Background: an optimization exercise with open tools, aiming at a short achievable clock period and few clock cycles. Do not read the settings as production practice.
Where RTL was checked, it was by simulation tests only, not by an equivalence proof against the original.
The RTL of runs 3 to 5 was laid out without a check of its function.
No activity file was given, so power comes from the tool's default toggle rates.

## flow/run.sh

```bash
#!/bin/bash
# synth_recipe.tcl (not shown) runs the flow's synth.tcl, then flattens the netlist and writes it again
# the make line also repeats each setting of config.mk as NAME=value (left out here)
make -C /OpenROAD-flow-scripts/flow DESIGN_CONFIG=/design/flow/config.mk WORK_HOME=/design/flow/orfs CLKGATE_MAP_FILE= SYNTH_SCRIPT=/design/flow/synth_recipe.tcl finish
```

## flow/config.mk

```make
export PLATFORM = sky130hd
export DESIGN_NAME = pipelined_cpu
export DESIGN_NICKNAME = pipelined_cpu
export VERILOG_FILES = /design/flow/design.v
export SDC_FILE = /design/flow/constraint.sdc
export NUM_CORES = 4
export LEC_CHECK = 0
export ABC_CLOCK_PERIOD_IN_PS = 2500
export CAP_MARGIN = 20
export CORE_MARGIN = 2
export CORE_UTILIZATION = 40
export SETUP_SLACK_MARGIN = 4.5
export SLEW_MARGIN = 20
```

## flow/constraint.sdc

```tcl
create_clock -name core_clock -period 8.0 [get_ports {clk}]
set_input_delay 1.6000 -clock core_clock [delete_from_list [all_inputs] [get_ports {clk}]]
set_output_delay 1.6000 -clock core_clock [all_outputs]
set_load 0.01 [all_outputs]
```

## flow/design.v

```verilog
`timescale 1ns / 1ps
module decode(
    input  [31:0] inst,
    output        uses_rs,
    output        uses_rt,
    output        alusrc,       
    output        is_load,
    output        is_store,
    output        is_branch,
    output        wr,           
    output [4:0]  dest,
    output [5:0]  fn            
    );
    wire [5:0] op = inst[31:26];
    wire [3:0] f  = inst[3:0];
    wire is_r    = (op == 6'b100000) | (op == 6'b100010) | (op == 6'b100100) |
                   (op == 6'b100101) | (op == 6'b101010);
    wire is_lw   = (op == 6'b100011);
    wire is_sw   = (op == 6'b101011);
    wire is_beq  = (op == 6'b000100);
    wire is_j    = (op == 6'b000010);
    wire is_addi = (op == 6'b001000);
    wire is_andi = (op == 6'b001100);
    wire is_sll  = (op == 6'b000000);
    wire is_ori  = ~(is_r | is_lw | is_sw | is_beq | is_j | is_addi | is_andi | is_sll);
    wire r_add = is_r & (f == 4'b0000);
    wire r_sub = is_r & (f == 4'b0010);
    wire r_and = is_r & (f == 4'b0100);
    wire r_or  = is_r & (f == 4'b0101);
    wire r_slt = is_r & ~(f == 4'b0000) & ~(f == 4'b0010) & ~(f == 4'b0100) & ~(f == 4'b0101);
    assign uses_rs   = ~is_j;
    assign uses_rt   = is_r | is_sw | is_beq | is_sll;
    assign alusrc    = is_lw | is_sw | is_addi | is_andi | is_ori;
    assign is_load   = is_lw;
    assign is_store  = is_sw;
    assign is_branch = is_beq;
    assign dest      = is_r ? inst[15:11] : inst[20:16];
    assign wr        = (is_r | is_lw | is_addi | is_andi | is_ori | is_sll) & (dest != 5'd0);
    assign fn        = {is_sll, r_slt, r_or | is_ori, r_and | is_andi, r_sub,
                        r_add | is_lw | is_sw | is_addi};
endmodule
`timescale 1ns / 1ps
module alu(
    input  [31:0] a,
    input  [31:0] b,
    input  [5:0]  fn,
    output [31:0] o
    );
    wire        sub  = fn[1] | fn[4];
    wire [31:0] sum  = a + (sub ? ~b : b) + {31'd0, sub};
    wire        lt   = (a[31] != b[31]) ? a[31] : sum[31];
    wire [31:0] sh   = (b[31:5] != 27'd0) ? 32'd0 : (a << b[4:0]);
    wire [31:0] early = ({32{fn[2]}} & (a & b)) |
                        ({32{fn[3]}} & (a | b)) |
                        ({32{fn[4]}} & {31'd0, lt}) |
                        ({32{fn[5]}} & sh);
    assign o  = (fn[0] | fn[1]) ? sum : early;
endmodule
`timescale 1ns / 1ps
module reg_mem(
    input         clk,
    input         we,
    input  [4:0]  wa,
    input  [31:0] wd,
    input  [4:0]  ra1,
    input  [4:0]  ra2,
    output [31:0] rd1,
    output [31:0] rd2
    );
    reg [31:0] mem [31:1];
    always @(posedge clk) begin
        if (we & (wa != 5'd0)) mem[wa] <= wd;
    end
    assign rd1 = (ra1 == 5'd0) ? 32'd0 : (we & (wa == ra1)) ? wd : mem[ra1];
    assign rd2 = (ra2 == 5'd0) ? 32'd0 : (we & (wa == ra2)) ? wd : mem[ra2];
endmodule
module btb(
    input         clk,
    input         rst,
    input  [31:0] pc,
    output        pred_taken,
    output        hit,
    output [1:0]  ctr_out,
    output [31:0] pred_target,
    input         upd,          
    input  [31:0] upd_pc,
    input         upd_taken,
    input         upd_hit,      
    input  [1:0]  upd_ctr,      
    input  [31:0] upd_target
    );
    reg        valid [0:15];
    reg [1:0]  ctr   [0:15];
    reg [3:0]  tag   [0:15];
    reg [11:0] tgt   [0:15];    
    wire [3:0] ri = pc[5:2];
    wire [3:0] wi = upd_pc[5:2];
    assign hit         = valid[ri] & (tag[ri] == pc[9:6]);
    assign ctr_out     = ctr[ri];
    assign pred_taken  = hit & ctr[ri][1];
    assign pred_target = {pc[31:14], tgt[ri], 2'b00};
    wire [1:0] c     = upd_ctr;
    wire       alloc = upd & ~upd_hit & upd_taken;
    integer k;
    always @(posedge clk) begin
        if (upd & upd_taken) tgt[wi] <= upd_target[13:2];
        if (alloc) tag[wi] <= upd_pc[9:6];
        if (alloc) ctr[wi] <= 2'b10;
        else if (upd & upd_hit) begin
            if (upd_taken) ctr[wi] <= (c == 2'b11) ? 2'b11 : c + 2'b01;
            else           ctr[wi] <= (c == 2'b00) ? 2'b00 : c - 2'b01;
        end
        if (rst) begin
            for (k = 0; k < 16; k = k + 1) valid[k] <= 1'b0;
        end
        else if (alloc) valid[wi] <= 1'b1;
    end
endmodule
`timescale 1ns / 1ps
module pipelined_cpu(
    input clk,
    input rst,
    output [31:0] imem_addr,
    input [31:0] imem_rdata,
    output [31:0] dmem_addr,
    output [31:0] dmem_wdata,
    output dmem_we,
    input [31:0] dmem_rdata
    );
    reg [31:2] pc;      
    reg        d_valid;
    reg [31:0] d_inst;
    reg [31:0] d_pc, d_pc4;
    reg        d_pred, d_hit;
    reg [1:0]  d_ctr;
    reg [31:0] d_ptgt;
    reg        e_valid;
    reg        e_load, e_store, e_branch, e_wr;
    reg [5:0]  e_fn;
    reg [4:0]  e_dest;
    reg [31:0] e_a, e_b, e_sd;
    reg        e_fa, e_fb, e_fs;
    reg        e_la, e_lb, e_ls;
    reg        e_pred, e_hit;
    reg [1:0]  e_ctr;
    reg [31:0] e_ptgt;
    reg [31:0] e_pc, e_pc4, e_target;
    reg        m_wr, m_load, m_store;
    reg [4:0]  m_dest;
    reg [31:0] m_res, m_sd;
    reg        m_branch, m_taken, m_hit;
    reg [1:0]  m_ctr;
    reg [31:0] m_pc, m_target;
    wire [31:0] m_wd = m_load ? dmem_rdata : m_res;
    assign dmem_addr  = m_res;
    assign dmem_wdata = m_sd;
    assign dmem_we    = m_store;
    wire [31:0] a  = e_la ? dmem_rdata : e_fa ? m_res : e_a;
    wire [31:0] b  = e_lb ? dmem_rdata : e_fb ? m_res : e_b;
    wire [31:0] sd = e_ls ? dmem_rdata : e_fs ? m_res : e_sd;
    wire [31:0] res;
    alu alu_1(a, b, e_fn, res);
    wire eq = e_fa ? (e_fs ? 1'b1 : (m_res == e_sd)) :
              e_la ? (e_ls ? 1'b1 : (dmem_rdata == e_sd)) :
              e_fs ? (e_a == m_res) :
              e_ls ? (e_a == dmem_rdata) : (e_a == e_sd);
    wire taken    = e_branch & eq;
    wire e_tgt_ok = (e_ptgt == e_target);
    wire mp_eq  = e_valid & (e_pred ? ~(e_branch & e_tgt_ok) : e_branch);
    wire mp_ne  = e_valid & e_pred;
    wire mispred = eq ? mp_eq : mp_ne;
    wire d_uses_rs, d_uses_rt, d_alusrc, d_load, d_store, d_branch, d_wr;
    wire [4:0] d_dest;
    wire [5:0] d_fn;
    decode dec(d_inst, d_uses_rs, d_uses_rt, d_alusrc, d_load, d_store, d_branch, d_wr,
               d_dest, d_fn);
    wire [4:0] rs = d_inst[25:21];
    wire [4:0] rt = d_inst[20:16];
    wire [31:0] rd1, rd2;
    reg_mem rf(clk, m_wr, m_dest, m_wd, rs, rt, rd1, rd2);
    wire [31:0] imm    = {{16{d_inst[15]}}, d_inst[15:0]};
    wire [31:0] d_tgt  = d_pc4 + {imm[29:0], 2'b00};
    wire e_fwd_ok = e_valid & e_wr;
    wire hit_rs   = e_fwd_ok & (e_dest == rs);
    wire hit_rt   = e_fwd_ok & (e_dest == rt);
    wire        f_pred, f_hit;
    wire [1:0]  f_ctr;
    wire [31:0] f_ptgt;
    btb bp(clk, rst, {pc, 2'b00}, f_pred, f_hit, f_ctr, f_ptgt,
           m_branch, m_pc, m_taken, m_hit, m_ctr, m_target);
    assign imem_addr = {pc, 2'b00};
    wire [31:0] pc4   = {pc + 30'd1, 2'b00};
    wire [31:0] fpath = f_pred ? f_ptgt : pc4;
    wire [31:0] npc_eq = mp_eq ? (e_branch ? e_target : e_pc4) : fpath;
    wire [31:0] npc_ne = mp_ne ? e_pc4 : fpath;
    always @(posedge clk) begin
        if (rst) pc <= 30'd0;
        else     pc <= eq ? npc_eq[31:2] : npc_ne[31:2];
        if (rst | mispred) d_valid <= 1'b0;
        else               d_valid <= 1'b1;
        begin
            d_inst <= imem_rdata;
            d_pc   <= {pc, 2'b00};
            d_pc4  <= pc4;
            d_pred <= f_pred;
            d_hit  <= f_hit;
            d_ctr  <= f_ctr;
            d_ptgt <= f_ptgt;
        end
        e_valid  <= ~rst & ~mispred & d_valid;
        e_load   <= d_load;
        e_store  <= d_store;
        e_branch <= d_branch;
        e_wr     <= d_wr;
        e_fn     <= d_fn;
        e_dest   <= d_dest;
        e_a      <= rd1;
        e_b      <= d_alusrc ? imm : rd2;
        e_sd     <= rd2;
        e_fa     <= hit_rs & ~e_load;
        e_fb     <= hit_rt & ~e_load & ~d_alusrc;
        e_fs     <= hit_rt & ~e_load;
        e_la     <= hit_rs & e_load;
        e_lb     <= hit_rt & e_load & ~d_alusrc;
        e_ls     <= hit_rt & e_load;
        e_pred   <= d_pred;
        e_ptgt   <= d_ptgt;
        e_hit    <= d_hit;
        e_ctr    <= d_ctr;
        e_pc     <= d_pc;
        e_pc4    <= d_pc4;
        e_target <= d_tgt;
        m_wr     <= ~rst & e_valid & e_wr;
        m_load   <= e_load;
        m_store  <= ~rst & e_valid & e_store;
        m_branch <= ~rst & e_valid & e_branch;
        m_taken  <= taken;
        m_hit    <= e_hit;
        m_ctr    <= e_ctr;
        m_dest   <= e_dest;
        m_res    <= res;
        m_sd     <= sd;
        m_pc     <= e_pc;
        m_target <= e_target;
    end
endmodule
```

==> results of run 1 <==
[report_power, final]
| part | leakage [nW] | total, W | internal [W] | switching (W) |
|---|---|---|---|---|
| combinational | 12.7 | 0.00292 | 0.00111 | 0.00181 |
| clock | 3.07 | 0.00883 | 0.00515 | 0.00368 |
| sequential | 15.4 | 0.0105 | 0.0101 | 0.000307 |
| total | 31.1 | 0.0222 | 0.0164 | 0.00580 |
[area by class of cell]
type / count / area (um2) / share of cell area [%]
repair inverters: 2 / 11.3 / 0.0119
clock buffers: 246 / 5220 / 5.54
inverters: 77 / 322 / 0.341
flip-flops and latches: 1748 / 48000 / 50.9
multi-input cells: 3306 / 32100 / 34.1
clock inverters: 94 / 1060 / 1.12
well taps: 2656 / 3320 / 3.52
diodes: 4 / 10.0 / 0.0106
repair buffers: 404 / 4190 / 4.44
[metal layers]
layer	wire length [um]	global-route usage (%)	vias up
li1	-	-	22381
met1	105000	33.5	26926
met2	122000	39.2	2534
met3	23300	5.53	528
met4	11300	10.6	2
met5	7	0	-
[worst max-delay path by stage]
stage / cells past startpoint / end / slack, ns / startpoint
detailed placement: 10 / pc[27] / 2.08 / dmem_rdata[9]
global route: 16 / m_res[30] / 4.45 / e_fb
global placement: 10 / pc[27] / 2.14 / dmem_rdata[9]
floorplan: 17 / m_res[24] / 3.90 / dmem_rdata[0]
finish: 3 / rf.mem[11][23] / 4.43 / m_wr
CTS: 3 / rf.mem[9][23] / 4.45 / m_wr
[critical path, stage by stage (launching register included)]
cell and delay (ns):
dfxtp_1 0.76, nand3_1 0.79, nor2_4 0.99, buf_4 0.58
[cells by family after synthesis]
family | after synthesis | synth area share (%)
flops | 1748 | 59.4
compound gates | 1118 | 9.53
mux | 983 | 19.6
simple gates | 861 | 4.95
buf+inv | 481 | 2.47
xor+xnor | 271 | 2.95
fa+ha+maj | 68 | 1.07
other cells | 1 | 0.00466
[cells in the mapped netlist (14+ instances only)]
cell	number
a211oi_1	350
a21boi_0	33
a21o_1	18
a21oi_1	144
a221o_1	28
a221oi_1	99
a22oi_1	47
a31oi_1	23
buf_1	64
buf_2	43
buf_4	24
clkbuf_1	268
dfxtp_1	468
edfxtp_1	1280
ha_1	65
inv_1	75
mux2_2	62
mux2i_1	452
mux4_2	469
nand2_1	236
nand2b_1	18
nand3_1	67
nand4_1	36
nor2_1	299
nor2b_1	50
nor3_1	34
nor4_1	36
o21a_1	27
o21ai_0	248
o21ai_1	14
or2_2	14
or3_1	22
xnor2_1	165
xor2_1	106
[timing repair]
item	in CTS	in global routing
buffers inserted	60	35
pin swaps	37	58
gates cloned	12	4
endpoints found under the setup margin	220	124
resized for setup	408	161
[layout by cell type, fill, tap and decap left out, types with 36 or more instances in the layout]
master	instances
edfxtp_1	1280
mux4_2	469
mux2i_1	443
dfxtp_1	390
a211oi_1	318
nor2_1	257
nand2_1	228
clkbuf_16	199
o21ai_0	184
buf_4	173
xnor2_1	159
a21oi_1	130
clkdlybuf4s50_1	114
xor2_1	102
a221oi_1	93
inv_1	72
nand3_1	63
mux2_2	61
ha_1	56
nor2b_1	47
a22oi_1	46
dfxtp_4	41
dfxtp_2	37
o21ai_2	36
nand4_1	36
[through the flow]
| step | hold slack, ns | total power [W] | util [%] | setup WS (ns) |
|---|---|---|---|---|
| after floorplan | 0.310 | 0.0121 | - | 3.90 |
| after global placement | 0.310 | 0.0132 | 42.7 | 2.14 |
| after detailed placement | 0.312 | 0.0133 | 42.7 | 2.08 |
| after CTS | 0.309 | 0.0222 | 46.7 | 4.45 |
| after global routing | 0.310 | 0.0229 | 47.2 | 4.45 |
| final | 0.305 | 0.0222 | 47.2 | 4.43 |
==> run notes, run 1 <==
* Worst r2r src: m_wr
* Number of endpoints with negative hold slack in the final report at 0
* Average via count per standard cell at ~6
* Top-area cell type share of the netlist area at roughly 48%
* Final Routed Wirelength at approximately 260,000 um
* Post-synth top area cell: edfxtp_1
* Final Wtd Congestion at between 0.9 and 1
* #FFs+latches synth at approximately 1,700
* Mean routed wirelength per cell at 30.7 um
* Vias at 52,371
* Nets at 5,854
* Clock Skew at 0.0521 ns
* Startpoint of the lowest-slack hold path: d_pc[3]
* Register-to-register path setup slack at between 4 and 5 ns
* Area contributors post-synth: edfxtp_1 (48%), mux4_2 (13%), dfxtp_1 (12%), mux2i_1 (5.6%), a211oi_1 (3.3%)
* Total die area at slightly above 0.2 mm2
* Shortest clock period the worst path allows after layout at about 3.6 ns
* Core footprint at 0.200 mm2
* Biggest registers after layout: rf.mem x992, bp.tgt x192, bp.tag x64
* Layout Cells excl Fill at about 8,500
* Leak Pwr at 31.1 nW
* Biggest register: rf.mem
* Clk sinks at 1,748
* Placed Cells incl. Taps at between 8,000 and 9,000
* Number of antenna violations at the first check in global routing at 7
* Effective utilization at floorplan at between 40% and 50%
* Combined area of all synthesized cells at slightly above 0.08 mm2
* Area after detailed placement at between 0.08 and 0.09 mm2
* Setup TNS Final at 0 ns
* Critical path capture point type: flip-flop
* Die extent in x at ~450 um
* Highest clock frequency the design can meet at approximately 280 MHz
* Clock latency reported for the late side of the worst-skew pair at around 0.85 ns
* Core Rows at between 150 and 200
* Filler instances at approximately 17,000
* Die span in y at roughly 450 um
* Worst-case headroom to the max-slew limit at between 20 and 25%
* Result of the run: no timing/DRC/antenna violations
* Post-detailed-route DRC marker count at 0
* Slew at the pin closest to its max-slew limit at around 1.1 ns
* Number of synthesized flops with an enable pin at between 1,000 and 1,500
* Final setup violation count at 0
* Overall track demand over capacity in global routing at 25.0%
* Synth Instances at roughly 5,500
* Share of the yosys chip area belonging to registers at between 50% and 60%
* Share of the clock period used by the worst path after layout at ~45%
* Wire length of the first global-routing pass at between 300,000 and 400,000 um
* Arrival time of the worst setup path at about 4 ns
* Largest net degree at the start of global routing at between 100 and 150
* Boundary pin count at 163
* Placed wire-length estimate at 159,000 um
* RSZ-0062 raised after global routing: yes
* Max FFs per register at 992
* Buffer cell driving the clock tree root: clkbuf_16
* Hold bufs inserted after CTS at 0
* Worst setup SP type: flip-flop
* R2r worst-path depth at 3
* Design area at around 0.094 mm2
* HP Class: flip-flop to flip-flop
* H-tree level count at 4
* PwrDens at about 240 mW/mm2
* Count of cells along the worst hold path at 0
* Number of violations of the max-capacitance limit at 0
* Capture endpoint of the worst hold path: e_pc[3]
* Yosys warnings at 3
* Clock tree from TritonCTS: done
* Pre-antenna DRT Iters at 5
* Fraction of final layout cells with drive strength greater than 1 at about a quarter
* IR Drop Worst-Case VDD at 0.168 mV
* Required time reported for the critical path endpoint at 8.44 ns
* Number of input and output port buffers inserted at 160
* CTS buffer count at 182
* Detail Route Antenna Nets at 0
* Post-synth top flop: edfxtp_1
* Layout Area Growth over Synthesis at 17.2%
* Number of library cell types mapped by synthesis at 84
* Via count of the first global-routing pass at 51,767
* Final count of pins violating max slew at 0
* Endpoint of the most critical register-to-register path: rf.mem[11][23]
* Largest fanout of any net on the critical path at 18
* Fraction of registers with async set or reset after synthesis at 0%
* Syn avg cell area at 14.5 um2
* Clock transition time at the flip-flop clock pins of the worst setup and hold paths at 0.06 ns
* Critical Setup Path Class: flip-flop to flip-flop
* Violation count after the first detailed-routing iteration at approximately 5,800
* Max Buffers Root-to-Sink at 3
* Total congestion overflow at 0
Testbench counts, summed over its fixed seeds: cycles 34,530.
==> run 2: changes to the inputs <==
--- a/flow/config.mk
+++ b/flow/config.mk
@@ -10,4 +10,4 @@
 export CORE_MARGIN = 2
 export CORE_UTILIZATION = 40
-export SETUP_SLACK_MARGIN = 4.5
+export SETUP_SLACK_MARGIN = 5
 export SLEW_MARGIN = 20
==> run 2 against run 1 <==
  * Combinational power is 16% higher
  * Area after synthesis stayed put
  * Sequential cell count stayed put
  * Via count is 4.6% higher
  * Total power is 0.68% higher
  * Clock skew is 0.0016 ns lower
  * Clock power is 2.8% lower
  * Sequential share of layout area is 1.9 points lower
  * Synthesized cell count stayed put
  * Die area stayed put
  * Critical endpoint is now pc[8]
==> run notes, run 2 <==
* Result of the run: no timing/DRC/antenna violations (unchanged)
* Shortest clock period the worst path allows after layout at 3.49 ns (was 3.57 ns)
* Final Wtd Congestion at 0.923 (was 0.936)
* Synth Instances at 5,531 (unchanged)
* Fraction of final layout cells with drive strength greater than 1 at 31.1% (was 24.0%)
* Critical path capture point type: flip-flop (unchanged)
* Leak Pwr at 33.1 nW (was 31.1 nW)
* Post-synth top area cell: edfxtp_1 (unchanged)
* Share of the yosys chip area belonging to registers at 59.4% (unchanged)
* Slew at the pin closest to its max-slew limit at 1.06 ns (was 1.13 ns)
* Yosys warnings at 3 (unchanged)
* PwrDens at 228 mW/mm2 (was 236 mW/mm2)
* Boundary pin count at 163 (unchanged)
* Sequential cell fraction of total power at 46.5% (was 47.1%)
* Die extent in x at 453 um (unchanged)
* Clock Skew at 0.0504 ns (was 0.0521 ns)
* Arrival time of the worst setup path at 4.21 ns (was 4.02 ns)
* Startpoint of the lowest-slack hold path: e_pc[2] (was d_pc[3])
* Layout Cells excl Fill at 8,777 (was 8,537)
* Combinational power share at 15.1% (was 13.1%)
* Placed Cells incl. Taps at 8,075 (was 8,079)
* Count of cells along the worst hold path at 0 (unchanged)
* Highest clock frequency the design can meet at 286 MHz (was 280 MHz)
* Footprint of the multi-input gates at 0.0333 mm2 (was 0.0321 mm2)
* Layout Area Growth over Synthesis at 21.9% (was 17.2%)
* Nets at 6,092 (was 5,854)
* Fraction of registers with async set or reset after synthesis at 0% (unchanged)
* CTS buffer count at 185 (was 182)
* Most instantiated library cell after synthesis: edfxtp_1 (unchanged)
* Number of endpoints with negative hold slack in the final report at 0 (unchanged)
* Die span in y at 453 um (unchanged)
* #FFs+latches synth at 1,748 (unchanged)
* Area contributors post-synth: edfxtp_1 (48%), mux4_2 (13%), dfxtp_1 (12%), mux2i_1 (5.6%), a211oi_1 (3.3%) (unchanged)
* IR Drop Worst-Case VDD at 0.190 mV (was 0.168 mV)
* Core Rows at 164 (unchanged)
* Max Buffers Root-to-Sink at 3 (unchanged)
* Largest net degree at the start of global routing at 70 (was 145)
* H-tree level count at 4 (unchanged)
* Worst r2r src: pc[2] (was m_wr)
* Clock tree from TritonCTS: done (unchanged)
* Clk sinks at 1,748 (unchanged)
* Clock network power share at 38.4% (was 39.8%)
* Biggest register: rf.mem (unchanged)
* Wire length of the first global-routing pass at 387,000 um (was 371,000 um)
* Highest-count cells in the layout ignoring fill and taps: edfxtp_1 (1,280), mux4_2 (469), mux2i_1 (421) (was edfxtp_1 (1,280), mux4_2 (469), mux2i_1 (443))
* Number of antenna violations at the first check in global routing at 9 (was 7)
* Syn avg cell area at 14.5 um2 (unchanged)
* Final count of pins violating max slew at 0 (unchanged)
* Hold bufs inserted after CTS at 0 (unchanged)
* Placed wire-length estimate at 158,000 um (was 159,000 um)
* Most instantiated cells after synthesis: edfxtp_1 (1,280), mux4_2 (469), dfxtp_1 (468) (unchanged)
* Violation count after the first detailed-routing iteration at 6,372 (was 5,796)
* Buffer cell driving the clock tree root: clkbuf_16 (unchanged)
* Core footprint at 0.200 mm2 (unchanged)
* Number of violations of the max-capacitance limit at 0 (unchanged)
* Critical Setup Path Class: input pin to flip-flop (was flip-flop to flip-flop)
* Filler instances at 16,871 (was 17,232)
* Combined area of all synthesized cells at 0.0805 mm2 (unchanged)
* Via count of the first global-routing pass at 52,646 (was 51,767)
* R2r worst-path depth at 15 (was 3)
* Number of library cell types mapped by synthesis at 84 (unchanged)
* Share of the clock period used by the worst path after layout at 43.7% (was 44.7%)
* Proportion of total power due to net switching at 27.0% (was 26.1%)
* Required time reported for the critical path endpoint at 8.72 ns (was 8.44 ns)
* Clock transition time at the flip-flop clock pins of the worst setup and hold paths at 0.06 ns (about the same)
* Biggest registers after layout: rf.mem x992, bp.tgt x192, bp.tag x64 (unchanged)
* Largest fanout of any net on the critical path at 7 (was 18)
* Final Routed Wirelength at 281,000 um (was 262,000 um)
* Post-detailed-route DRC marker count at 0 (unchanged)
* Worst setup SP type: input pin (was flip-flop)
* Number of input and output port buffers inserted at 160 (unchanged)
* Total die area at 0.205 mm2 (unchanged)
* Final setup violation count at 0 (unchanged)
* Register area at 0.0481 mm2 (was 0.0480 mm2)
* Top-area cell type share of the netlist area at 47.8% (unchanged)
* Average via count per standard cell at 6.24 (was 6.13)
* Max FFs per register at 992 (unchanged)
* RSZ-0062 raised after global routing: yes (unchanged)
* Internal power at 0.0163 W (was 0.0164 W)
* Mean routed wirelength per cell at 32.0 um (was 30.7 um)
* Detail Route Antenna Nets at 0 (unchanged)
* Effective utilization at floorplan at 40.3% (unchanged)
* HP Class: flip-flop to flip-flop (unchanged)
* Overall track demand over capacity in global routing at 26.3% (was 25.0%)
* Vias at 54,794 (was 52,371)
* Clock latency reported for the late side of the worst-skew pair at 0.85 ns (about the same)
* Most common library cell in the layout ignoring fill and taps: edfxtp_1 (unchanged)
* Worst-case headroom to the max-slew limit at 29.2% (was 22.2%)
* Total net switching power at 0.00603 W (was 0.00580 W)
* Pre-antenna DRT Iters at 6 (was 5)
* Post-synth top flop: edfxtp_1 (unchanged)
* Number of synthesized flops with an enable pin at 1,280 (unchanged)
* Source of the critical timing path: dmem_rdata[9] (was m_wr)
* Total congestion overflow at 0 (unchanged)
* Setup TNS Final at 0 ns (unchanged)
-- run 2: cells by family after synthesis --
logic type | after synthesis | share of synthesized area (%)
muxes | 983 | 19.6
and+or+nand+nor | 861 | 4.95
buffers and inverters | 481 | 2.47
AOI/OAI and AO/OA | 1118 | 9.53
adders and majority gates | 68 | 1.07
other | 1 | 0.00466
DFF | 1748 | 59.4
xor gates and xnor gates | 271 | 2.95
-- run 2: final cells by class --
class,instances,area share [%]
antenna,2,0.00510
clock buffer,246,5.18
clock inverter,101,1.01
inverter,77,0.338
multi-input combinational,3312,34.0
sequential,1748,49.1
tap,2656,3.39
timing repair buffer,633,7.05
timing repair inverter,2,0.0140
-- run 2: timing repair --
item | 4_1_cts | 5_1_grt
cloned | 35 | 17
setup buffers | 208 | 91
resized for setup | 1129 | 240
endpoints found under the setup margin | 1013 | 373
pin swaps | 127 | 133
-- run 2: critical path, stage by stage --
cell and delay, ns:
buf_8 0.10, mux2i_1 0.12, o21ai_1 0.10, xor2_2 0.25, nor4_4 0.35, nand4_1 0.27, buf_4 0.22, nor3_4 0.30
o32ai_2 0.14, and2_4 0.25, buf_12 0.17, a221o_1 0.32
-- run 2: per-stage QoR --
step                setup WS [ns]  utilization, %  power [W]  instance area, um2  hold WS, ns
floorplan                    3.90               -     0.0121               80700        0.310
global placement             2.21            42.7     0.0132               85300        0.310
detailed placement           2.24            42.7     0.0133               85400        0.312
CTS                          4.49            47.9     0.0222               95800        0.302
global route                 4.53            49.1     0.0230               98100        0.316
finish                       4.51            49.1     0.0224               98100        0.301
-- run 2: metal layers --
layer	global-route usage, %	part of all wire, %
met1	35.5	40
met2	41.4	46
met3	5.33	9.2
met4	10.7	4.7
met5	0	0.0046
-- run 2: path summary, 6_finish.rpt --
check                      end  slack, ns
hold / removal    bp.upd_pc[2]       0.30
setup / recovery         pc[8]       4.51
setup reg to reg        pc[22]       4.60
hold reg to reg   bp.upd_pc[2]       0.30
-- run 2: power groups by stage --
stage / clock (W) / combinational [W] / sequential [W]
after floorplan: 0 / 0.00165 / 0.0105
after global placement: 0 / 0.00258 / 0.0106
after detailed placement: 0 / 0.00260 / 0.0107
after CTS: 0.00868 / 0.00308 / 0.0104
after global routing: 0.00906 / 0.00354 / 0.0104
final: 0.00858 / 0.00338 / 0.0104
==> run 3: changes to the inputs <==
--- a/flow/design.v
+++ b/flow/design.v
@@ -147,4 +147,7 @@
     reg [31:0] e_pc, e_pc4, e_target;
     reg        m_wr, m_load, m_store;
+    reg        w_wr;
+    reg [4:0]  w_dest;
+    reg [31:0] w_wd;
     reg [4:0]  m_dest;
     reg [31:0] m_res, m_sd;
@@ -177,6 +180,8 @@
     wire [4:0] rs = d_inst[25:21];
     wire [4:0] rt = d_inst[20:16];
-    wire [31:0] rd1, rd2;
-    reg_mem rf(clk, m_wr, m_dest, m_wd, rs, rt, rd1, rd2);
+    wire [31:0] rf1, rf2;
+    reg_mem rf(clk, w_wr, w_dest, w_wd, rs, rt, rf1, rf2);
+    wire [31:0] rd1 = (m_wr & (m_dest == rs)) ? m_wd : rf1;
+    wire [31:0] rd2 = (m_wr & (m_dest == rt)) ? m_wd : rf2;
     wire [31:0] imm    = {{16{d_inst[15]}}, d_inst[15:0]};
     wire [31:0] d_tgt  = d_pc4 + {imm[29:0], 2'b00};
@@ -243,4 +248,7 @@
         m_pc     <= e_pc;
         m_target <= e_target;
+        w_wr     <= ~rst & m_wr;
+        w_dest   <= m_dest;
+        w_wd     <= m_wd;
     end
 endmodule
==> run 3 against run 2 <==
  * Critical path depth unchanged
  * Routed wire length decreased by 1.6%
  * Non-clock buffer count decreased by 46
  * Maximum frequency decreased by 5.8%
  * Utilization decreased by 0.42 points
  * First-iteration DRC count decreased by 2.2%
  * Final area increased by 0.57%
  * Die area increased by 1.6%
  * Worst setup slack got worse by 0.22 ns
  * Count of clock-buffer cells in the layout increased by 14
  * Area after synthesis increased by 1.6%
  * Critical path type unchanged
  * Highest routed layer unchanged
  * Clock power about the same
==> run notes, run 3 <==
* Core Util, Final at 48.7% (was 49.1%)
* Count of cells along the worst hold path at 0 (unchanged)
* Syn avg cell area at 14.7 um2 (was 14.5 um2)
* Combined area of all synthesized cells at 0.0817 mm2 (was 0.0805 mm2)
* Register-to-register path setup slack at 4.43 ns (was 4.60 ns)
* Final count of pins violating max slew at 0 (unchanged)
* Vias at 53,965 (was 54,794)
* Pre-antenna DRT Iters at 6 (unchanged)
* Arrival time of the worst setup path at 4.42 ns (was 4.21 ns)
* Number of library cell types mapped by synthesis at 77 (was 84)
* Startpoint of the lowest-slack hold path: e_pc[5] (was e_pc[2])
* Total die area at 0.208 mm2 (was 0.205 mm2)
* Boundary pin count at 163 (unchanged)
* Buffer cell driving the clock tree root: clkbuf_16 (unchanged)
* Endpoint of the most critical register-to-register path: pc[30] (was pc[22])
* Highest clock frequency the design can meet at 270 MHz (was 286 MHz)
* Placed wire-length estimate at 159,000 um (was 158,000 um)
* Filler instances at 17,150 (was 16,871)
* Clk sinks at 1,786 (was 1,748)
* Fraction of final layout cells with drive strength greater than 1 at 31.0% (was 31.1%)
* Final Routed Wirelength at 276,000 um (was 281,000 um)
* Area contributors post-synth: edfxtp_1 (47%), mux4_2 (15%), dfxtp_1 (12%), mux2i_1 (4.6%), xnor2_1 (1.8%) (was edfxtp_1 (48%), mux4_2 (13%), dfxtp_1 (12%), mux2i_1 (5.6%), a211oi_1 (3.3%))
* Placement Setup Slack at 2.13 ns (was 2.24 ns)
* Required time reported for the critical path endpoint at 8.71 ns (was 8.72 ns)
* Leak Pwr at 33.6 nW (was 33.1 nW)
* RSZ-0062 raised after global routing: yes (unchanged)
* Violation count after the first detailed-routing iteration at 6,235 (was 6,372)
* Die extent in x at 456 um (was 453 um)
* HP Class: flip-flop to flip-flop (unchanged)
* Setup TNS Final at 0 ns (unchanged)
* Metal3 WL at 21,800 um (was 25,900 um)
* Post-synth top flop: edfxtp_1 (unchanged)
* Clock Skew at 0.0642 ns (was 0.0504 ns)
* Post-detailed-route DRC marker count at 0 (unchanged)
* Most instantiated cells after synthesis: edfxtp_1 (1,280), mux4_2 (535), dfxtp_1 (506) (was edfxtp_1 (1,280), mux4_2 (469), dfxtp_1 (468))
* Top Layer Used: met5 (unchanged)
* Core Rows at 165 (was 164)
* Shortest clock period the worst path allows after layout at 3.71 ns (was 3.49 ns)
* Critical Setup Path Class: input pin to flip-flop (unchanged)
* Die span in y at 456 um (was 453 um)
* IR Drop Worst-Case VDD at 0.234 mV (was 0.190 mV)
* Worst r2r src: e_fs (was pc[2])
* Fin Hold WS at 0.321 ns (was 0.301 ns)
* Largest net degree at the start of global routing at 67 (was 70)
* Number of endpoints with negative hold slack in the final report at 0 (unchanged)
* Most common library cell in the layout ignoring fill and taps: edfxtp_1 (unchanged)
* Number of antenna violations at the first check in global routing at 15 (was 9)
* PwrDens at 230 mW/mm2 (was 228 mW/mm2)
* Design area at 0.0986 mm2 (was 0.0981 mm2)
* Biggest registers after layout: rf.mem x992, bp.tgt x192, bp.tag x64 (unchanged)
* Largest fanout of any net on the critical path at 5 (was 7)
* CTS buffer count at 190 (was 185)
* Clock transition time at the flip-flop clock pins of the worst setup and hold paths at 0.06 ns (about the same)
* Nets at 6,093 (was 6,092)
* Total congestion overflow at 0 (unchanged)
* Worst-case headroom to the max-slew limit at 20.7% (was 29.2%)
* Number of input and output port buffers inserted at 160 (unchanged)
* Synth Area in XOR/XNOR at 3.06% (was 2.95%)
* H-tree level count at 4 (unchanged)
* Number of violations of the max-capacitance limit at 0 (unchanged)
* Overall track demand over capacity in global routing at 25.7% (was 26.3%)
* Via count of the first global-routing pass at 53,199 (was 52,646)
* Layout Area Growth over Synthesis at 20.7% (was 21.9%)
* Share of the clock period used by the worst path after layout at 46.4% (was 43.7%)
* Footprint of the multi-input gates at 0.0336 mm2 (was 0.0333 mm2)
* Top-area cell type share of the netlist area at 47.0% (was 47.8%)
* Met2 Wirelength at 132,000 um (was 130,000 um)
* Number of synthesized flops with an enable pin at 1,280 (unchanged)
* Clock latency reported for the late side of the worst-skew pair at 0.86 ns (was 0.85 ns)
* Result of the run: no timing/DRC/antenna violations (unchanged)
* Share of the yosys chip area belonging to registers at 59.4% (about the same)
* Mean routed wirelength per cell at 31.3 um (was 32.0 um)
* Routed met1 length at 109,000 um (was 112,000 um)
* Synthesized-area fraction occupied by ao, oa, aoi and oai cells at 7.46% (was 9.53%)
* Clock tree from TritonCTS: done (unchanged)
* Capture endpoint of the worst hold path: bp.upd_pc[5] (was bp.upd_pc[2])
* Highest-count cells in the layout ignoring fill and taps: edfxtp_1 (1,280), mux4_2 (535), dfxtp_1 (399) (was edfxtp_1 (1,280), mux4_2 (469), mux2i_1 (421))
* Average via count per standard cell at 6.12 (was 6.24)
* Most instantiated library cell after synthesis: edfxtp_1 (unchanged)
* Post-synthesis mux area share at 21.0% (was 19.6%)
* Final setup violation count at 0 (unchanged)
* #FFs+latches synth at 1,786 (was 1,748)
* Wire length of the first global-routing pass at 387,000 um (about the same)
* Post-synthesis adder-cell area fraction at 1.06% (was 1.07%)
* Biggest register: rf.mem (unchanged)
* Critical path capture point type: flip-flop (unchanged)
* Max FFs per register at 992 (unchanged)
* Slew at the pin closest to its max-slew limit at 1.18 ns (was 1.06 ns)
* Worst setup SP type: input pin (unchanged)
* Synth Instances at 5,568 (was 5,531)
* Final Wtd Congestion at 0.938 (was 0.923)
* Fraction of registers with async set or reset after synthesis at 0% (unchanged)
* Effective utilization at floorplan at 40.3% (about the same)
* Combinational family with the most area after synthesis: multiplexers (unchanged)
* Area after detailed placement at 0.0867 mm2 (was 0.0854 mm2)
* Simple logic cell fraction of the synthesized area at 5.60% (was 4.95%)
* Register area at 0.0489 mm2 (was 0.0481 mm2)
* Post-synth top area cell: edfxtp_1 (unchanged)
* R2r worst-path depth at 11 (was 15)
* Max Buffers Root-to-Sink at 3 (unchanged)
* Minimum setup slack in the final design at 4.29 ns (was 4.51 ns)
* Detail Route Antenna Nets at 0 (unchanged)
* Yosys warnings at 3 (unchanged)
* Core footprint at 0.203 mm2 (was 0.200 mm2)
## run 3: worst max path at each step
stage	depth (start not counted)	end	start	slack, ns
2_1_floorplan	13	m_res[25]	dmem_rdata[8]	3.81
3_3_place_gp	16	m_res[30]	dmem_rdata[0]	2.08
3_5_place_dp	16	m_res[30]	dmem_rdata[0]	2.13
4_1_cts	12	pc[30]	dmem_rdata[21]	4.45
5_1_grt	12	pc[30]	dmem_rdata[25]	4.33
6_report	12	pc[30]	dmem_rdata[21]	4.29
## run 3: where the power goes
| group | switching [W] | internal (W) | leakage, nW |
|---|---|---|---|
| Clock | 0.00377 | 0.00481 | 2.92 |
| Combinational | 0.00181 | 0.00140 | 14.9 |
| Sequential | 0.000506 | 0.0104 | 15.7 |
## run 3: worst max-delay path: stages
cell and delay [ns]:
buf_8 0.10, mux2i_1 0.13, o21ai_1 0.12, xnor2_2 0.39, nand4_1 0.21, or4_4 0.56, o21ai_4 0.16, buf_12 0.15
mux2i_4 0.35, nor2_4 0.10, buf_6 0.18, a221o_1 0.36
## run 3: metrics by stage
| stage | total power (W) | std cells |
|---|---|---|
| finish | 0.0227 | 8817 |
| global route | 0.0233 | 8817 |
| CTS | 0.0225 | 8708 |
| detailed placement | 0.0136 | 8121 |
| global placement | 0.0136 | 8121 |
| floorplan | 0.0124 | 5569 |
## run 3: routing by layer
metal	vias up	GRT usage [%]
met3	545	3.98
met2	2641	41.4
met4	2	12.1
li1	22773	-
met5	-	0
met1	28004	34.3
## run 3: final cells by class
type / instances / share of cell area (%)
Sequential cell: 1786 / 49.6
Clock inverter: 93 / 0.837
Inverter: 74 / 0.315
Clock buffer: 260 / 5.27
Tap cell: 2672 / 3.39
Antenna cell: 24 / 0.0609
Multi-Input combinational cell: 3321 / 34.1
Timing Repair Buffer: 587 / 6.48
## run 3: cells by family (layout without fill, tap and decap cells)
kind of cell / count (synthesis) / in the layout
and+or+nand+nor: 1024 / 1026
buffers and inverters: 466 / 1014
muxes: 1016 / 1016
xor gates and xnor gates: 286 / 286
other: 1 / 26
adders and majority gates: 68 / 68
AOI/OAI and AO/OA: 921 / 923
DFF: 1786 / 1786
## run 3: what timing repair did
action,CTS,global route
buffers inserted,200,78
pin swaps,86,69
endpoints found under the setup margin,283,219
gates cloned,34,5
endpoints found under the hold margin,0,0
hold buffers,0,0
resized for setup,1098,161
==> run 4: changes to the inputs <==
--- a/flow/design.v
+++ b/flow/design.v
@@ -45,7 +45,8 @@
     input  [31:0] b,
     input  [5:0]  fn,
+    input         sub,       
+    input         arith,     
     output [31:0] o
     );
-    wire        sub  = fn[1] | fn[4];
     wire [31:0] sum  = a + (sub ? ~b : b) + {31'd0, sub};
     wire        lt   = (a[31] != b[31]) ? a[31] : sum[31];
@@ -55,5 +56,5 @@
                         ({32{fn[4]}} & {31'd0, lt}) |
                         ({32{fn[5]}} & sh);
-    assign o  = (fn[0] | fn[1]) ? sum : early;
+    assign o  = arith ? sum : early;
 endmodule
 `timescale 1ns / 1ps
@@ -138,4 +139,5 @@
     reg        e_load, e_store, e_branch, e_wr;
     reg [5:0]  e_fn;
+    reg        e_sub, e_arith;
     reg [4:0]  e_dest;
     reg [31:0] e_a, e_b, e_sd;
@@ -147,7 +149,4 @@
     reg [31:0] e_pc, e_pc4, e_target;
     reg        m_wr, m_load, m_store;
-    reg        w_wr;
-    reg [4:0]  w_dest;
-    reg [31:0] w_wd;
     reg [4:0]  m_dest;
     reg [31:0] m_res, m_sd;
@@ -163,5 +162,5 @@
     wire [31:0] sd = e_ls ? dmem_rdata : e_fs ? m_res : e_sd;
     wire [31:0] res;
-    alu alu_1(a, b, e_fn, res);
+    alu alu_1(a, b, e_fn, e_sub, e_arith, res);
     wire eq = e_fa ? (e_fs ? 1'b1 : (m_res == e_sd)) :
               e_la ? (e_ls ? 1'b1 : (dmem_rdata == e_sd)) :
@@ -180,8 +179,6 @@
     wire [4:0] rs = d_inst[25:21];
     wire [4:0] rt = d_inst[20:16];
-    wire [31:0] rf1, rf2;
-    reg_mem rf(clk, w_wr, w_dest, w_wd, rs, rt, rf1, rf2);
-    wire [31:0] rd1 = (m_wr & (m_dest == rs)) ? m_wd : rf1;
-    wire [31:0] rd2 = (m_wr & (m_dest == rt)) ? m_wd : rf2;
+    wire [31:0] rd1, rd2;
+    reg_mem rf(clk, m_wr, m_dest, m_wd, rs, rt, rd1, rd2);
     wire [31:0] imm    = {{16{d_inst[15]}}, d_inst[15:0]};
     wire [31:0] d_tgt  = d_pc4 + {imm[29:0], 2'b00};
@@ -219,4 +216,6 @@
         e_wr     <= d_wr;
         e_fn     <= d_fn;
+        e_sub    <= d_fn[1] | d_fn[4];
+        e_arith  <= d_fn[0] | d_fn[1];
         e_dest   <= d_dest;
         e_a      <= rd1;
@@ -248,7 +247,4 @@
         m_pc     <= e_pc;
         m_target <= e_target;
-        w_wr     <= ~rst & m_wr;
-        w_dest   <= m_dest;
-        w_wd     <= m_wd;
     end
 endmodule
==> run 4 against run 3 <==
  * Sequential cell count shrank 38
  * Global-route usage rose by 1.1 points
  * Via count down 0.54%
==> run notes, run 4 <==
* Critical Setup Path Class: input pin to flip-flop (unchanged)
* RSZ-0062 raised after global routing: yes (unchanged)
* Yosys warnings at 3 (unchanged)
* Most instantiated library cell after synthesis: edfxtp_1 (unchanged)
* Worst setup SP type: input pin (unchanged)
* Average via count per standard cell at 6.14 (was 6.12)
* Worst-case headroom to the max-slew limit at 15.2% (was 20.7%)
* Core footprint at 0.200 mm2 (was 0.203 mm2)
* Setup TNS Final at 0 ns (unchanged)
* Die extent in x at 453 um (was 456 um)
* Highest clock frequency the design can meet at 256 MHz (was 270 MHz)
* Minimum setup slack in the final design at 4.09 ns (was 4.29 ns)
* Syn avg cell area at 14.5 um2 (was 14.7 um2)
* Placed wire-length estimate at 164,000 um (was 159,000 um)
* Core Util, Final at 48.4% (was 48.7%)
* Slowest cell on crit path: fa_2 (was or4_4)
* Number of violations of the max-capacitance limit at 0 (unchanged)
* Overall Power at 0.0225 W (was 0.0227 W)
* Placement Setup Slack at 2.10 ns (was 2.13 ns)
* Hold bufs inserted after CTS at 0 (unchanged)
* Slew at the pin closest to its max-slew limit at 1.26 ns (was 1.18 ns)
* Number of endpoints with negative hold slack in the final report at 0 (unchanged)
* Top-area cell type share of the netlist area at 47.7% (was 47.0%)
* CP dominant cell by count: a21o_1
* Max FFs per register at 992 (unchanged)
* Number of input and output port buffers inserted at 160 (unchanged)
* Die span in y at 453 um (was 456 um)
* Post-detailed-route DRC marker count at 0 (unchanged)
* Area contributors post-synth: edfxtp_1 (48%), mux4_2 (13%), dfxtp_1 (12%), mux2i_1 (6.0%), nor2_1 (1.8%) (was edfxtp_1 (47%), mux4_2 (15%), dfxtp_1 (12%), mux2i_1 (4.6%), xnor2_1 (1.8%))
* Largest net degree at the start of global routing at 71 (was 67)
* Filler instances at 17,066 (was 17,150)
* Wire length of the first global-routing pass at 394,000 um (was 387,000 um)
* Nets at 6,049 (was 6,093)
* Boundary pin count at 163 (unchanged)
* Layout Area Growth over Synthesis at 20.1% (was 20.7%)
* Number of library cell types mapped by synthesis at 83 (was 77)
* Register area at 0.0481 mm2 (was 0.0489 mm2)
* CTS buffer count at 184 (was 190)
* Core Rows at 164 (was 165)
* IR Drop Worst-Case VDD at 0.256 mV (was 0.234 mV)
* Clock tree from TritonCTS: done (unchanged)
* Final Routed Wirelength at 281,000 um (was 276,000 um)
* HP Class: flip-flop to flip-flop (unchanged)
* Clock Skew at 0.0757 ns (was 0.0642 ns)
* Fin Hold WS at 0.315 ns (was 0.321 ns)
* Shortest clock period the worst path allows after layout at 3.91 ns (was 3.71 ns)
* Arrival time of the worst setup path at 4.62 ns (was 4.42 ns)
* Most instantiated cells after synthesis: edfxtp_1 (1,280), mux2i_1 (481), mux4_2 (473) (was edfxtp_1 (1,280), mux4_2 (535), dfxtp_1 (506))
* Result of the run: no timing/DRC/antenna violations (unchanged)
* Clock latency reported for the late side of the worst-skew pair at 0.85 ns (was 0.86 ns)
* Total congestion overflow at 0 (unchanged)
* Footprint of the multi-input gates at 0.0329 mm2 (was 0.0336 mm2)
* Via count of the first global-routing pass at 52,767 (was 53,199)
* Biggest register: rf.mem (unchanged)
* Pre-antenna DRT Iters at 8 (was 6)
* Mean routed wirelength per cell at 32.1 um (was 31.3 um)
* Fraction of registers with async set or reset after synthesis at 0% (unchanged)
* Detail Route Antenna Nets at 0 (unchanged)
* Highest-count cells in the layout ignoring fill and taps: edfxtp_1 (1,280), mux4_2 (477), mux2i_1 (445) (was edfxtp_1 (1,280), mux4_2 (535), dfxtp_1 (399))
* Violation count after the first detailed-routing iteration at 6,479 (was 6,235)
* Total die area at 0.205 mm2 (was 0.208 mm2)
* Leak Pwr at 33.2 nW (was 33.6 nW)
* Final Wtd Congestion at 0.932 (was 0.938)
* Fraction of final layout cells with drive strength greater than 1 at 28.8% (was 31.0%)
* Max Buffers Root-to-Sink at 3 (unchanged)
* Share of the yosys chip area belonging to registers at 59.3% (was 59.4%)
* Biggest registers after layout: rf.mem x992, bp.tgt x192, bp.tag x64 (unchanged)
* Required time reported for the critical path endpoint at 8.71 ns (about the same)
* Critical path capture point type: flip-flop (unchanged)
* Final count of pins violating max slew at 0 (unchanged)
* Most common library cell in the layout ignoring fill and taps: edfxtp_1 (unchanged)
* Number of synthesized flops with an enable pin at 1,280 (unchanged)
* Share of the clock period used by the worst path after layout at 48.9% (was 46.4%)
* PwrDens at 232 mW/mm2 (was 230 mW/mm2)
* Post-synth top area cell: edfxtp_1 (unchanged)
* #FFs+latches synth at 1,748 (was 1,786)
* Vias at 53,675 (was 53,965)
* Synth Instances at 5,576 (was 5,568)
* Effective utilization at floorplan at 40.3% (about the same)
* Buffer cell driving the clock tree root: clkbuf_16 (unchanged)
* Number of antenna violations at the first check in global routing at 10 (was 15)
* Cell chain of the critical path: buf_12 -> mux2_8 -> a21oi_4 -> inv_2 -> fa_2 -> a21o_1 -> a21bo_2 -> o311a_4 -> o2111ai_4 -> o211ai_1 -> buf_4 -> buf_6 -> a21o_1 -> a21oi_2 -> xor2_1 -> a21oi_1 (was buf_8 -> mux2i_1 -> o21ai_1 -> xnor2_2 -> nand4_1 -> or4_4 -> o21ai_4 -> buf_12 -> mux2i_4 -> nor2_4 -> buf_6 -> a221o_1)
* Overall track demand over capacity in global routing at 26.9% (was 25.7%)
* Clk sinks at 1,748 (was 1,786)
* Largest fanout of any net on the critical path at 4 (was 5)
* Combined area of all synthesized cells at 0.0806 mm2 (was 0.0817 mm2)
* Max incr delay on CP at 0.36 ns (was 0.56 ns)
* Post-synth top flop: edfxtp_1 (unchanged)
* Final setup violation count at 0 (unchanged)
* Clock transition time at the flip-flop clock pins of the worst setup and hold paths at 0.06 ns (about the same)
* H-tree level count at 4 (unchanged)
-- run 4: changes by cell type after synthesis, moves of 28 or more --
cell	before	now
mux4_2	535	473
mux2i_1	378	481
inv_1	73	35
dfxtp_1	506	468
a221oi_1	66	30
a311oi_1	33	5
o32ai_1	32	2
a21oi_1	178	224
o221ai_1	4	50
nand3_1	63	110
-- run 4: path summary, 6_finish.rpt --
path	from	end	slack, ns	depth (start not counted)
worst min-delay path	d_pc[7]	e_pc[7]	0.32	0
worst min register to register	d_pc[7]	e_pc[7]	0.32	0
worst max register to register	e_fb	m_res[20]	4.12	19
worst max-delay path	dmem_rdata[0]	m_res[20]	4.09	16
-- run 4: area by class of cell --
class / instances / area share (%)
antenna: 4 / 0.0103
clock buffer: 248 / 5.35
clock inverter: 96 / 1.08
inverter: 35 / 0.140
multi-input combinational: 3404 / 34.0
sequential: 1748 / 49.7
tap: 2656 / 3.43
timing repair buffer: 545 / 6.35
timing repair inverter: 1 / 0.00517
-- run 4: what timing repair did --
item	in CTS	in global routing
endpoints found under the setup margin	378	155
gates resized for setup	1094	154
pin swaps	88	63
buffers inserted	197	40
gates cloned	35	4
-- run 4: cell families (layout without fill, tap and decap cells) --
family,after synthesis,in the layout,share of synthesized area (%)
compound gates,947,948,7.59
xor+xnor,279,279,3.04
fa+ha+maj,65,65,1.02
buf+inv,432,925,2.29
flops,1748,1748,59.3
mux,1063,1065,21.0
other cells,1,6,0.00465
simple gates,1041,1045,5.76
-- run 4: critical path, delay by kind of cell --
family | cells | cell delay, ns
AO/OA/AOI/OAI | 9 | 1.68
buffers and inverters | 4 | 0.51
adder cells (fa/ha/maj) | 1 | 0.36
multiplexers | 1 | 0.31
XOR/XNOR | 1 | 0.16
-- run 4: routing by layer --
| metal | share of wire (%) | vias up | global-route usage (%) | routed length [um] |
|---|---|---|---|---|
| met5 | 0.0046 | - | 0 | 13 |
| met4 | 5.4 | 2 | 12.7 | 15200 |
| met3 | 8.9 | 578 | 5.49 | 24900 |
| met2 | 47 | 2687 | 42.7 | 132000 |
| met1 | 39 | 27809 | 35.3 | 109000 |
| li1 | - | 22599 | - | - |
-- run 4: through the flow --
stage | area [um2] | instances
CTS | 95900 | 8688
floorplan | 80900 | 5577
detailed placement | 85400 | 8112
finish | 96900 | 8737
global placement | 85300 | 8107
global route | 96900 | 8736
-- run 4: where the power goes --
part | switching [W] | total (W) | internal (W)
sequential | 0.000296 | 0.0105 | 0.0102
clock | 0.00368 | 0.00879 | 0.00510
combinational | 0.00196 | 0.00325 | 0.00128
==> run 5: changes to the inputs <==
--- a/flow/design.v
+++ b/flow/design.v
@@ -164,7 +164,5 @@
     alu alu_1(a, b, e_fn, e_sub, e_arith, res);
     wire eq = e_fa ? (e_fs ? 1'b1 : (m_res == e_sd)) :
-              e_la ? (e_ls ? 1'b1 : (dmem_rdata == e_sd)) :
-              e_fs ? (e_a == m_res) :
-              e_ls ? (e_a == dmem_rdata) : (e_a == e_sd);
+              e_fs ? (e_a == m_res) : (e_a == e_sd);
     wire taken    = e_branch & eq;
     wire e_tgt_ok = (e_ptgt == e_target);
@@ -186,4 +184,5 @@
     wire hit_rs   = e_fwd_ok & (e_dest == rs);
     wire hit_rt   = e_fwd_ok & (e_dest == rt);
+    wire stall = e_valid & e_load & e_wr & d_branch & ((e_dest == rs) | (e_dest == rt));
     wire        f_pred, f_hit;
     wire [1:0]  f_ctr;
@@ -193,5 +192,5 @@
     assign imem_addr = {pc, 2'b00};
     wire [31:0] pc4   = {pc + 30'd1, 2'b00};
-    wire [31:0] fpath = f_pred ? f_ptgt : pc4;
+    wire [31:0] fpath = stall ? {pc, 2'b00} : f_pred ? f_ptgt : pc4;
     wire [31:0] npc_eq = mp_eq ? (e_branch ? e_target : e_pc4) : fpath;
     wire [31:0] npc_ne = mp_ne ? e_pc4 : fpath;
@@ -200,6 +199,6 @@
         else     pc <= eq ? npc_eq[31:2] : npc_ne[31:2];
         if (rst | mispred) d_valid <= 1'b0;
-        else               d_valid <= 1'b1;
-        begin
+        else if (~stall)   d_valid <= 1'b1;
+        if (~stall) begin
             d_inst <= imem_rdata;
             d_pc   <= {pc, 2'b00};
@@ -210,5 +209,5 @@
             d_ptgt <= f_ptgt;
         end
-        e_valid  <= ~rst & ~mispred & d_valid;
+        e_valid  <= ~rst & ~mispred & ~stall & d_valid;
         e_load   <= d_load;
         e_store  <= d_store;
==> run 5 against run 4 <==
  * Critical endpoint is now m_res[24]
  * Global-route usage decreased by 1.0 points
  * Hold slack got worse by 0.022 ns
  * Final area increased by 1.3%
  * Critical path depth unchanged
  * Synthesized cell count decreased by 6.7%
  * Non-clock buffer count increased by 48
  * Clock power increased by 1%
  * Combinational power decreased by 2%
  * Largest cell class unchanged
==> run notes, run 5 <==
* Result of the run: no timing/DRC/antenna violations (unchanged)
* Met2 Wirelength at 126,000 um (was 132,000 um)
* Leak Pwr at 33.3 nW (was 33.2 nW)
* Filler instances at 16,731 (was 17,066)
* Synth Instances at 5,203 (was 5,576)
* Max FFs per register at 992 (unchanged)
* Clock transition time at the flip-flop clock pins of the worst setup and hold paths at 0.06 ns (about the same)
* Top Layer Used: met5 (unchanged)
* Top-area cell type share of the netlist area at 51.4% (was 47.7%)
* Highest-count cells in the layout ignoring fill and taps: edfxtp_1 (1,384), mux4_2 (583), mux2i_1 (313) (was edfxtp_1 (1,280), mux4_2 (477), mux2i_1 (445))
* Number of synthesized flops with an enable pin at 1,384 (was 1,280)
* Average via count per standard cell at 6.21 (was 6.14)
* Number of violations of the max-capacitance limit at 0 (unchanged)
* Post-synth top area cell: edfxtp_1 (unchanged)
* CTS buffer count at 188 (was 184)
* Routed met1 length at 112,000 um (was 109,000 um)
* Final Routed Wirelength at 275,000 um (was 281,000 um)
* Wire length of the first global-routing pass at 380,000 um (was 394,000 um)
* Worst setup SP type: input pin (unchanged)
* Number of endpoints with negative hold slack in the final report at 0 (unchanged)
* Core Util, Final at 49.0% (was 48.4%)
* Cell chain of the critical path: buf_8 -> nand2b_4 -> a21boi_4 -> buf_12 -> mux2_4 -> fa_2 -> a21oi_2 -> o211a_1 -> or3_4 -> o31ai_4 -> a221o_1 -> buf_6 -> o21ai_2 -> nand2b_1 -> xnor2_1 -> a22oi_1 (was buf_12 -> mux2_8 -> a21oi_4 -> inv_2 -> fa_2 -> a21o_1 -> a21bo_2 -> o311a_4 -> o2111ai_4 -> o211ai_1 -> buf_4 -> buf_6 -> a21o_1 -> a21oi_2 -> xor2_1 -> a21oi_1)
* Number of antenna violations at the first check in global routing at 17 (was 10)
* Overall track demand over capacity in global routing at 25.9% (was 26.9%)
* Clk sinks at 1,753 (was 1,748)
* Core footprint at 0.200 mm2 (about the same)
* PwrDens at 231 mW/mm2 (was 232 mW/mm2)
* Placed Cells incl. Taps at 7,759 (was 8,112)
* Final setup violation count at 0 (unchanged)
* Layout Cells excl Fill at 8,443 (was 8,737)
* RSZ-0062 raised after global routing: yes (unchanged)
* HP Class: flip-flop to flip-flop (unchanged)
* Post-synth top flop: edfxtp_1 (unchanged)
* Core Rows at 164 (unchanged)
* Buffer cell driving the clock tree root: clkbuf_16 (unchanged)
* Fraction of registers with async set or reset after synthesis at 0% (unchanged)
* Highest clock frequency the design can meet at 269 MHz (was 256 MHz)
* Clock tree from TritonCTS: done (unchanged)
* Fraction of final layout cells with drive strength greater than 1 at 33.5% (was 28.8%)
* Shortest clock period the worst path allows after layout at 3.72 ns (was 3.91 ns)
* Detail Route Antenna Nets at 0 (unchanged)
* H-tree level count at 4 (unchanged)
* Setup TNS Final at 0 ns (unchanged)
* Most common library cell in the layout ignoring fill and taps: edfxtp_1 (unchanged)
* Effective utilization at floorplan at 40.3% (about the same)
* Yosys warnings at 3 (unchanged)
* Arrival time of the worst setup path at 4.39 ns (was 4.62 ns)
* Number of input and output port buffers inserted at 160 (unchanged)
* Biggest register: rf.mem (unchanged)
* Mean routed wirelength per cell at 32.6 um (was 32.1 um)
* Boundary pin count at 163 (unchanged)
* Final count of pins violating max slew at 0 (unchanged)
* Max incr delay on CP at 0.42 ns (was 0.36 ns)
* Clock latency reported for the late side of the worst-skew pair at 0.85 ns (about the same)
* Pre-antenna DRT Iters at 6 (was 8)
* Final Wtd Congestion at 0.911 (was 0.932)
* Share of the yosys chip area belonging to registers at 60.6% (was 59.3%)
* Largest delay share family, worst path: compound AO/OA/AOI/OAI gates (unchanged)
* Die span in y at 453 um (about the same)
* IR Drop Worst-Case VDD at 0.189 mV (was 0.256 mV)
* Required time reported for the critical path endpoint at 8.68 ns (was 8.71 ns)
* Vias at 52,460 (was 53,675)
* Most instantiated cells after synthesis: edfxtp_1 (1,384), mux4_2 (583), dfxtp_1 (369) (was edfxtp_1 (1,280), mux2i_1 (481), mux4_2 (473))
* Critical path capture point type: flip-flop (unchanged)
* Total congestion overflow at 0 (unchanged)
* Number of library cell types mapped by synthesis at 88 (was 83)
* Largest net degree at the start of global routing at 80 (was 71)
* Largest fanout of any net on the critical path at 5 (was 4)
* Critical Setup Path Class: input pin to flip-flop (unchanged)
* Critical path buffer and inverter count at 3 (was 4)
* Syn avg cell area at 15.5 um2 (was 14.5 um2)
* Worst-case headroom to the max-slew limit at 21.9% (was 15.2%)
* Slew at the pin closest to its max-slew limit at 1.14 ns (was 1.26 ns)
* Combined area of all synthesized cells at 0.0808 mm2 (was 0.0806 mm2)
* Max Buffers Root-to-Sink at 3 (unchanged)
* Die extent in x at 453 um (about the same)
* Layout Area Growth over Synthesis at 21.5% (was 20.1%)
* Via count of the first global-routing pass at 50,744 (was 52,767)
* Most instantiated library cell after synthesis: edfxtp_1 (unchanged)
* Nets at 5,749 (was 6,049)
* Post-detailed-route DRC marker count at 0 (unchanged)
* Violation count after the first detailed-routing iteration at 6,909 (was 6,479)
* Slowest cell on crit path: fa_2 (unchanged)
* Total die area at 0.206 mm2 (was 0.205 mm2)
* Placed wire-length estimate at 159,000 um (was 164,000 um)
* Area contributors post-synth: edfxtp_1 (51%), mux4_2 (16%), dfxtp_1 (9.1%), mux2i_1 (4.2%), a211oi_1 (1.8%) (was edfxtp_1 (48%), mux4_2 (13%), dfxtp_1 (12%), mux2i_1 (6.0%), nor2_1 (1.8%))
* Metal3 WL at 25,500 um (was 24,900 um)
* Biggest registers after layout: rf.mem x992, bp.tgt x192, bp.tag x64 (unchanged)
* Clock Skew at 0.0599 ns (was 0.0757 ns)
* #FFs+latches synth at 1,753 (was 1,748)
* Share of the clock period used by the worst path after layout at 46.5% (was 48.9%)
==> run 5: cell count changes in the layout (fill, tap and decap cells not counted), moves of 29 or more <==
| cell | delta |
|---|---|
| a21oi_1 | -92 |
| nor2_1 | -68 |
| nand2_1 | -29 |
| mux4_2 | +106 |
| edfxtp_1 | +104 |
| mux2i_1 | -132 |
| nand3_1 | -36 |
| o21ai_0 | -73 |
| a211oi_1 | +83 |
| buf_4 | +33 |
| o221ai_1 | -49 |
| dfxtp_1 | -88 |
| o22ai_1 | -48 |
==> run 5: per-stage QoR <==
step           setup WS [ns]  total power, W  hold slack (ns)  cell area [um2]
6_report                4.28          0.0226            0.293            98100
5_1_grt                 4.19          0.0233            0.313            98100
4_1_cts                 4.33          0.0225            0.299            96200
3_5_place_dp            2.26          0.0134            0.312            85600
3_3_place_gp            2.28          0.0133            0.312            85500
2_1_floorplan           3.53          0.0122            0.310            81000
==> run 5: worst paths after layout <==
kind | slack, ns | from | end | cells after the start
hold / removal | 0.29 | d_ptgt[5] | e_ptgt[5] | 0
hold reg to reg | 0.29 | d_ptgt[5] | e_ptgt[5] | 0
setup reg to reg | 4.39 | e_lb | m_res[24] | 16
setup / recovery | 4.28 | dmem_rdata[0] | m_res[24] | 16
==> run 5: area by class of cell <==
| cell class | count | area [um2] | area share, % |
|---|---|---|---|
| sequential | 1753 | 49200 | 50.2 |
| multi-input combinational | 3018 | 32400 | 33.1 |
| timing repair buffer | 593 | 6520 | 6.65 |
| clock buffer | 240 | 5090 | 5.18 |
| tap | 2656 | 3320 | 3.39 |
| clock inverter | 113 | 1230 | 1.26 |
| inverter | 64 | 283 | 0.288 |
| antenna | 5 | 12.5 | 0.0127 |
| timing repair inverter | 1 | 8.76 | 0.00892 |
==> run 5: cell families (layout without fill, tap and decap cells) <==
| group | Yosys count | after routing | synth area share [%] |
|---|---|---|---|
| XOR/XNOR | 243 | 243 | 2.63 |
| buffers and inverters | 437 | 1011 | 2.29 |
| flip-flops | 1753 | 1753 | 60.6 |
| multiplexers | 1028 | 1028 | 21.9 |
| AND/OR/NAND/NOR | 889 | 893 | 4.97 |
| other | 1 | 7 | 0.00464 |
| AO/OA/AOI/OAI | 787 | 787 | 6.57 |
| adder cells (fa/ha/maj) | 65 | 65 | 1.02 |
==> run 5: metal layers <==
metal / track usage (%) / vias up
li1: - / 21675
met1: 36.3 / 27522
met2: 39.6 / 2748
met3: 5.01 / 511
met4: 10.2 / 4
met5: 0 / -
==> run 5: report_power, final <==
group          switching (W)  internal, W
combinational        0.00190      0.00129
clock                0.00375      0.00516
sequential          0.000266       0.0103
total                0.00592       0.0167
==> run 5: what timing repair did <==
item	4_1_cts	5_1_grt
cloned	26	22
buffers inserted	202	75
gates resized for setup	1091	191
hold buffers	0	0
endpoints found under the setup margin	866	393
pin swaps	89	74

-- afterwards: timing with drivers on the ports --
Ports are ideal in the flow. The routed layouts listed here were re-timed in OpenROAD.
Step 1 sets driving cells, clkbuf_16 on the clock port and buf_2 on the other inputs (assumed; they add their load-dependent delay and slew).
Step 2 also shifts input and output timing later by t, the mid clock arrival at the registers, as if the neighbouring blocks saw the same clock.
Slacks: no drivers / after step 1 / after step 2; pairs: no drivers / after step 1.
| run | shift t [ns] | setup WS [ns] | hold slack, ns | clock arrival spread, ns | slew at the worst register clock pin (ns) |
|---|---|---|---|---|---|
| run 1 | 0.906 | 4.428 / 4.428 / 3.553 | 0.305 / 0.305 / 0.305 | 0.056 / 0.056 | 0.08 / 0.08 |
| run 2 | 0.916 | 4.508 / 4.529 / 3.613 | 0.301 / 0.301 / 0.301 | 0.070 / 0.070 | 0.07 / 0.07 |
| run 3 | 0.912 | 4.292 / 4.251 / 3.339 | 0.321 / 0.321 / 0.321 | 0.072 / 0.072 | 0.07 / 0.07 |
| run 4 | 0.897 | 4.087 / 4.122 / 3.225 | 0.315 / 0.315 / 0.315 | 0.083 / 0.084 | 0.07 / 0.07 |
| run 5 | 0.910 | 4.283 / 4.287 / 3.377 | 0.293 / 0.293 / 0.293 | 0.072 / 0.072 | 0.07 / 0.07 |
After both steps setup and hold are still met in every run listed. For run 3, which loses most, drivers alone change the setup slack by -0.041 ns; drivers and shift together by -0.953 ns.
